Source: an optimization exercise on an open RTL-to-GDS flow (aim: small area). Production flows keep margins and buffers that such runs may drop. The RTL was checked by simulation tests, not by an equivalence proof against the original design. Power is estimated from default activity; no workload was simulated.

## Heracles_encoders
module Heracles_encoders (
	input wire clk,
	input wire Reset,
	input wire A1, input wire B1, input wire I1,
	input wire A2, input wire B2, input wire I2,
	input wire A3, input wire B3, input wire I3,
	input wire A4, input wire B4, input wire I4,
	input wire [15:0] DataBus,
	input wire SetCPR,
	input wire SetPosition,
	input wire EnableIndex,
	output wire [15:0] Position1,
	output wire [15:0] Position2,
	output wire [15:0] Position3,
	output wire [15:0] Position4
	);
Size: about 540 cells after synthesis.
==> flow/config.mk <==
export PLATFORM = sky130hd
export DESIGN_NAME = Heracles_encoders
export DESIGN_NICKNAME = Heracles_encoders
export VERILOG_FILES = /design/flow/design.v
export SDC_FILE = /design/flow/constraint.sdc
export NUM_CORES = 4
export LEC_CHECK = 0
export CAP_MARGIN = 0
export CORE_MARGIN = 2
export CORE_UTILIZATION = 40
export GPL_TIMING_DRIVEN = 0
export SLEW_MARGIN = 0
export SYNTH_HIERARCHICAL = 1
==> flow/constraint.sdc <==
create_clock -name core_clock -period 5.0 [get_ports {clk}]
set_input_delay 1.0000 -clock core_clock [delete_from_list [all_inputs] [get_ports {clk}]]
set_output_delay 1.0000 -clock core_clock [all_outputs]
set_load 0.01 [all_outputs]
standard.sh (not shown) runs the stock make flow with config.mk's settings and CLKGATE_MAP_FILE= SYNTH_SCRIPT=/design/flow/synth_recipe.tcl, a recipe that flattens the netlist after the stock synthesis.
==> flow/flow/run.sh <==
#!/bin/bash
# Layout flow: the standard flow (standard.sh) with two changes:
#  - synthesis maps the logic with an area-oriented ABC script (flow/abc_area.script)
#    instead of ORFS's speed script; everything else in synthesis is unchanged, so the
#    registers are those of the standard synthesis;
#  - the ports are buffered with the smallest buffer (buf_1);
#  - the clock tree uses clkbuf_8 and no dummy loads.
# Each tool's output goes to the ORFS logs under orfs/logs and to flow_*.log here.
set -euo pipefail
W=$PWD
# ORFS synth.tcl with the ABC script replaced
sed "s#^source \$::env(SCRIPTS_DIR)/synth_preamble.tcl#source \$::env(SCRIPTS_DIR)/synth_preamble.tcl\nset abc_args [lreplace \$abc_args 1 1 $W/flow/abc_area.script]#" \
  $FLOW_HOME/scripts/synth.tcl > $W/flow_synth.tcl
grep -q "flow/abc_area.script" $W/flow_synth.tcl
# The standard flow's synthesis wrapper, sourcing the script above
sed "s#source \$::env(SCRIPTS_DIR)/synth.tcl#source $W/flow_synth.tcl#" $W/synth_recipe.tcl > $W/flow_synth_recipe.tcl
grep -q "flow_synth.tcl" $W/flow_synth_recipe.tcl
sed "s#SYNTH_SCRIPT=[^ ]*#SYNTH_SCRIPT=$W/flow_synth_recipe.tcl#" $W/standard.sh > $W/flow_standard.sh
grep -q "flow_synth_recipe.tcl" $W/flow_standard.sh
export BUFFER_PORTS_ARGS="-buffer_cell sky130_fd_sc_hd__buf_1"
# Clock tree: clkbuf_8 buffers and no dummy loads.
export CTS_ARGS="-sink_clustering_enable -repair_clock_nets -buf_list sky130_fd_sc_hd__clkbuf_8 -dont_use_dummy_load"
bash $W/flow_standard.sh > $W/flow_standard.log 2>&1
==> flow/flow/abc_area.script <==
strash
&get -n
&fraig -x
&put
scorr
dc2
strash
&get -n
&dch -f
&nf -R 1000
&put
Next try:
CAP_MARGIN = 20   (was 0)
CORE_UTILIZATION = 65   (was 40)
GPL_TIMING_DRIVEN = default   (was 0)
SLEW_MARGIN = 20   (was 0)
After rerunning: The changed run ran to the end with no violations; total power drops slightly; design area fell slightly; worst setup slack gains 86 ps; die area went down by well over a third; maximum frequency grows by a few percent; synthesized area stays the same; global-route usage increases by 13 points; clock power goes down by a few percent; routed wire length went down by a few percent; hold slack stays flat; count of clock-buffer cells in the layout is unchanged.
Next try:
--- a/flow/flow/run.sh
+++ b/flow/flow/run.sh
@@ -22 +22 @@
-export CTS_ARGS="-sink_clustering_enable -repair_clock_nets -buf_list sky130_fd_sc_hd__clkbuf_8 -dont_use_dummy_load"
+export CTS_ARGS="-sink_clustering_enable -sink_clustering_size 16 -repair_clock_nets -buf_list sky130_fd_sc_hd__clkbuf_8 -dont_use_dummy_load"
CORE_UTILIZATION = 40   (was 65)
After rerunning:
- The changed run ran to the end with no violations
- total power is higher slightly
- setup slack gains 13 ps
- non-clock buffer count is higher by 2
- utilization is lower by 29 points
- design area is higher slightly
- combinational power is lower slightly
- via count is lower slightly
- routed wire length is higher by a few percent
- sequential share of layout area is lower by 0.47 points
Next try:
--- a/flow/flow/run.sh
+++ b/flow/flow/run.sh
@@ -22 +22 @@
-export CTS_ARGS="-sink_clustering_enable -sink_clustering_size 16 -repair_clock_nets -buf_list sky130_fd_sc_hd__clkbuf_8 -dont_use_dummy_load"
+export CTS_ARGS="-sink_clustering_enable -repair_clock_nets -buf_list sky130_fd_sc_hd__clkbuf_8 -dont_use_dummy_load"
After rerunning: Critical path depth is unchanged. Total power is unchanged. Routed wire length stays the same. Clock power stays flat. Cell count is unchanged. Global-route usage does not change. Via count does not change.

[static timing again, ports no longer ideal]
In the flow no input, the clock included, has a driving cell. The finished layouts below were timed again as built, in two steps.
Step 1 sets driving cells, clkbuf_16 on the clock port and buf_2 on the other inputs (assumed; they add their load-dependent delay and slew).
Step 2 also shifts input and output timing later by t, the mid clock arrival at the registers, as if the neighbouring blocks saw the same clock.
Three values: ideal ports, drivers, drivers and shift; two values: the first two.
| run | t, ns | setup WS [ns] | worst hold slack (ns) | latest minus earliest clock arrival (ns) |
|---|---|---|---|---|
| the first run | 0.417 | 0.659 / 0.678 / 0.261 | 0.532 / 0.532 / 0.532 | 0.016 / 0.016 |
| the second run | 0.389 | 0.746 / 0.754 / 0.366 | 0.531 / 0.531 / 0.531 | 0.025 / 0.025 |
| the third run | 0.414 | 0.759 / 0.775 / 0.361 | 0.538 / 0.538 / 0.538 | 0.017 / 0.018 |
| the fourth run | 0.414 | 0.759 / 0.775 / 0.361 | 0.538 / 0.538 / 0.538 | 0.017 / 0.018 |
After both steps setup and hold are still met in every run listed.
